Background: an optimization exercise with open tools, aiming at small area, a short achievable clock period and few clock cycles per item. Do not read the settings as production practice. No run shown here included a check of the RTL's function; only the layout flow was run. Power and IR drop assume default switching activity.

==> flow/design.v (outline; a module is shown in full before it is edited, if it fits) <==
// module el2_exu_div_ctl: 1046 lines
module el2_exu_div_ctl
  (
   input logic           clk,                        
   input logic           rst_l,                      
   input logic           dp_valid,                   
   input logic           dp_unsign,                  
   input logic           dp_rem,                     
   input logic  [31:0]   dividend,                   
   input logic  [31:0]   divisor,                    
   input logic           cancel,                     
   output logic          finish_dly,                 
   output logic [31:0]   out                         
  );
  // ...
==> flow/run.sh <==
#!/bin/bash
# synth_recipe.tcl (not shown) runs the flow's synth.tcl, then flattens the netlist and writes it again
# the make line also repeats each setting of config.mk as NAME=value (left out here)
make -C /OpenROAD-flow-scripts/flow DESIGN_CONFIG=/design/flow/config.mk WORK_HOME=/design/flow/orfs CLKGATE_MAP_FILE= SYNTH_SCRIPT=/design/flow/synth_recipe.tcl finish
==> flow/config.mk <==
export PLATFORM = sky130hd
export DESIGN_NAME = el2_exu_div_ctl
export DESIGN_NICKNAME = el2_exu_div_ctl
export VERILOG_FILES = /design/flow/design.v
export SDC_FILE = /design/flow/constraint.sdc
export NUM_CORES = 8
export LEC_CHECK = 0
export CAP_MARGIN = 40
export CORE_MARGIN = 2
export CORE_UTILIZATION = 40
export SETUP_SLACK_MARGIN = 5
export SLEW_MARGIN = 40
==> flow/constraint.sdc <==
create_clock -name core_clock -period 12.0 [get_ports {clk}]
set_input_delay 2.4000 -clock core_clock [delete_from_list [all_inputs] [get_ports {clk}]]
set_output_delay 2.4000 -clock core_clock [all_outputs]
set_load 0.01 [all_outputs]
==> metrics.yaml, run 1 <==
outcome: "finished clean"
worstRegToRegCells: 21
synth_cell_types: 79
gr-usage-met2: 0.4102
p_int_mw: 2.211
grt_usage: 0.2546
pwr-share-seq: 0.157
synthFlopType: "dfxtp_1"
yosysSeqAreaShare: 0.1865
cts_inserted_buffers: 9
cts_buffer_depth: 2
regToRegStartpoint: "b_ff[8]$_DFF_P_"
tightest_slew_ns: 0.8671
dp_cells: 1970
cp.required_ns: 9.60
largestClassByArea: "multi-input combinational cells"
slew_headroom: 0.4166
synthAdderAreaFrac: 0.07875
grt_pass1_vias: 11010
totalWireLength_um: 39590
power.group.top: "combinational cells"
cp_max_fo: 8
start_kind: "register"
stdcell_count: 1986
seq_area_sq_mm: 0.002157
seq_share: 0.1619
final_util: 0.4653
cp.arrival_ns: 4.45
die_x_um: 174.0
powerDensity_mw_per_mm2: 355.3
finalSetupViolCount: 0
met1_usage: 0.3502
final_cell_area_sq_mm: 0.01332
tap_cells: 384
met1Wirelength_um: 18650
min_from: "cnt_ff[0]$_DFF_P_"
crit_buf_inv: 1
top_register: "b_ff"
==> inputs of run 2 (changes only) <==
==> flow/flow/run.sh (new file) <==
#!/bin/bash
set -euo pipefail
MARGIN=${MARGIN:-6.5}
sed -E "s/SETUP_SLACK_MARGIN=[^ ]+/SETUP_SLACK_MARGIN=${MARGIN}/" standard.sh > standard_margin.sh
bash standard_margin.sh > flow.log 2>&1
==> flow/standard.sh (new file) <==
#!/bin/bash
# synth_recipe.tcl (not shown) runs the flow's synth.tcl, then flattens the netlist and writes it again
# the make line also repeats each setting of config.mk as NAME=value (left out here)
make -C /OpenROAD-flow-scripts/flow DESIGN_CONFIG=/design/flow/config.mk WORK_HOME=/design/flow/orfs CLKGATE_MAP_FILE= SYNTH_SCRIPT=/design/flow/synth_recipe.tcl "${@:-finish}"
removed: flow/run.sh
==> run 2 against run 1 <==
Clock skew rose by 0.00073 ns. Via count increased by 3.0%. Synthesized cell count unchanged. Critical endpoint is now out[31]. Synthesized area unchanged. Clock power fell by 3%. Still clean. Maximum frequency is 0.97% higher. Die area unchanged. Sequential share of layout area shrank 0.99 points. Worst setup slack better by 0.066 ns. Count of clock-buffer cells in the layout is 1 lower. Core utilization up 3.7 points. Power is 8.8% higher.
==> metrics.yaml, run 2 <==
syn_to_final_growth_pct: 24.38  # was 15.17%
clk_pin_slew_ns: 0.09  # about the same
hp-class: "reg -> reg"  # unchanged
synth.most_common_cell: "nand2_1"  # unchanged
synthArstFlopShare: 0.02830  # unchanged
synthFlopType: "dfxtp_1"  # unchanged
ys_ff_latch: 106  # unchanged
max_freq_ghz: 0.1474  # was 0.1459 GHz
holdWs_ns: 0.4989  # was 0.4956 ns
fillCellCount: 2792  # was 2,898
num_io_pins: 103  # unchanged
first_pass_iters: 6  # was 8
skew_ns: 0.01337  # was 0.01265 ns
powerDensity_mw_per_mm2: 358.0  # was 355.3 mW/mm^2
synth_common_cells: "nand2_1, a21oi_1, nor2_1, o21ai_0, dfxtp_1"  # unchanged
cp_max_fo: 4  # was 8
stdcell_count: 2026  # was 1,986
rsz0062_at_grt: "yes"  # unchanged
die_h_um: 174.0  # unchanged
syn_inst: 1537  # unchanged
die_x_um: 174.0  # unchanged
drive_gt1_frac: 0.1821  # was 0.07428
cts_root_buf: "clkbuf_16"  # unchanged
grt_max_degree: 56  # was 60
cap_viol_max_count: 0  # unchanged
fin_ws_ns: 5.214  # was 5.148 ns
synth_area_leader_cell: "dfxtp_1"  # unchanged
wl_per_cell_um: 20.86  # was 19.94 um
vias: 12150  # was 11,790
clock_latency_ns: 0.37  # about the same
dp_hpwl_um: 32080  # was 31,840 um
synth_top_area_frac: 0.1748  # unchanged
dp_slack_ns: 5.115  # was 5.049 ns
totalWireLength_um: 42260  # was 39,590 um
outcome: "finished clean"  # unchanged
rows: 62  # unchanged
cp.required_ns: 9.60  # about the same
core-area_sq_mm: 0.02863  # unchanged
biggestRegsByFlops: "b_ff (33), q_ff (32), r_ff (32)"  # unchanged
viasPerCell: 5.996  # was 5.938
period_share: 0.5655  # was 0.5710
dp_cells: 1970  # unchanged
nNetsFinal: 1778  # was 1,738
cts_tree: "built"  # unchanged
power.leakage_nw: 5.882  # was 5.519 nW
syn-num-nets: 1678  # unchanged
num_antenna_cells: 0  # unchanged
finalSetupViolCount: 0  # unchanged
overflow: 0  # unchanged
grt_usage: 0.2656  # was 0.2546
cts_buffer_depth: 2  # unchanged
cts_hold_buf: 0  # unchanged
synth_edf_count: 2  # unchanged
cp.arrival_ns: 4.39  # was 4.45 ns
slew_headroom: 0.4367  # was 0.4166
ys_warn_count: 1  # unchanged
drt_iter0_drc: 952  # was 803
grt_pass1_vias: 11380  # was 11,010
io_buffers: 102  # unchanged
slew_violations: 0  # unchanged
hold_viol: 0  # unchanged
syn_area_sq_mm: 0.01157  # unchanged
layout_commonest_cell: "nand2_1"  # unchanged
largest_reg_flops: 33  # unchanged
synth_area_per_cell_sq_um: 7.525  # unchanged
gp_congestion: 0.9363  # was 0.9383
drc: 0  # unchanged
final_cell_mix: "nand2_1, a21oi_1, nor2_1"  # unchanged
finalPower_mw: 5.150  # was 4.733 mW
crit_type: "reg -> out"  # unchanged
irDropWorstVdd_mv: 0.1158  # was 0.1024 mV
antenna_found_initial: 0  # was 1
clkSinkCount: 106  # unchanged
yosysSeqAreaShare: 0.1865  # unchanged
tightest_slew_ns: 0.8372  # was 0.8671 ns
start_kind: "register"  # unchanged
dieArea_sq_mm: 0.03029  # unchanged
grt_first_pass_wirelength_um: 63270  # was 61,130 um
top_register: "b_ff"  # unchanged
synth_area_leaders: "dfxtp_1, ha_1, a21oi_1, xnor2_1, nand2_1"  # unchanged
ant_nets: 0  # unchanged
start_util: 0.4041  # unchanged
cts-htree-levels: 3  # unchanged
endpoint_kind: "output pin"  # unchanged
cts_inserted_buffers: 9  # unchanged
fin_crit_ns: 6.786  # was 6.852 ns
synth_cell_types: 79  # unchanged
final.setup.tns_ns: 0  # unchanged
==> run 2: power by group <==
part / total, mW / switching, mW / internal (mW)
Clock: 0.310 / 0.162 / 0.147
Combinational: 4.07 / 2.29 / 1.78
Sequential: 0.772 / 0.260 / 0.511
Total: 5.15 / 2.71 / 2.44
==> run 2: critical path: stages (launching register included) <==
cell	delay, ns
dfxtp_2	0.33
or4_4	0.55
nor4_4	0.23
or3b_4	0.41
or4_4	0.42
or2_4	0.24
or4_4	0.43
or3_4	0.39
or4_4	0.48
o41ai_4	0.23
xnor2_1	0.14
buf_2	0.15
==> run 2: routing by layer <==
metal	global-route usage	vias to the layer above	wire length (um)
li1	-	5908	-
met1	0.3515	5710	18640
met2	0.4281	436	18990
met3	0.03325	94	2537
met4	0.1296	0	2085
met5	0	-	0
==> run 2: final timing paths <==
check	from	end	slack [ns]	cells past startpoint
worst max-delay path	q_ff[3]$_DFF_P_	out[31]	5.21	11
worst min-delay path	cnt_ff[0]$_DFF_P_	cnt_ff[0]$_DFF_P_	0.50	1
worst max register to register	b_ff[0]$_DFF_P_	q_ff[9]$_DFF_P_	6.56	23
worst min register to register	cnt_ff[0]$_DFF_P_	cnt_ff[0]$_DFF_P_	0.50	1
max in group asynchronous	rst_l	sv_ff$_DFF_PN0_	9.64	1
min in group asynchronous	rst_l	it_ff$_DFF_PN0_	2.21	1
==> run 2: final cells by class <==
cell class / count / area [sq um] / share of cell area
Clock inverter: 7 / 65.06 / 0.004523
Multi-Input combinational cell: 1290 / 9633 / 0.6696
Tap cell: 384 / 480.5 / 0.03340
Inverter: 68 / 255.2 / 0.01774
Timing Repair Buffer: 162 / 1540 / 0.1071
Clock buffer: 9 / 225.2 / 0.01565
Sequential cell: 106 / 2187 / 0.1520
==> run 2: cell families after synthesis <==
group | synth area share
compound gates | 0.2860
xor+xnor | 0.1083
fa+ha+maj | 0.07875
buf+inv | 0.04630
flops | 0.1865
mux | 0.1005
simple gates | 0.1936
==> run 2: timing repair <==
action,4_1_cts,5_1_grt
buffers inserted,18,16
gates cloned,2,4
setup endpoints to repair,89,118
resized for setup,158,109
pin swaps,22,26
==> run 2: through the flow <==
stage          instance area, sq um  utilization
2_1_floorplan                 11610            -
3_3_place_gp                  13000       0.4540
3_5_place_dp                  13030       0.4551
4_1_cts                       13870       0.4847
5_1_grt                       14390       0.5026
6_report                      14390       0.5026

[separate check: timing with driven ports]
Ports are ideal in the flow. The routed layouts listed here were re-timed in OpenROAD. Step 1 (the two cells are an assumption about what drives the block):
set clk [get_ports {clk}]
set_driving_cell -lib_cell sky130_fd_sc_hd__clkbuf_16 $clk
set_driving_cell -lib_cell sky130_fd_sc_hd__buf_2 [delete_from_list [all_inputs] $clk]
Step 2 moves the port delays by t, midway between the first and last clock arrival at a register: inputs arrive t later, outputs are due t later. That takes back most of the time a late clock gives input paths. Slacks: no drivers / after step 1 / after step 2; pairs: no drivers / after step 1.
| run | t (ns) | setup slack, ns | slew at the worst register clock pin (ns) |
|---|---|---|---|
| run 1 | 0.414 | 5.148 / 5.098 / 5.364 | 0.09 / 0.09 |
| run 2 | 0.411 | 5.214 / 5.166 / 5.577 | 0.09 / 0.09 |
After both steps every run listed still meets setup and hold.
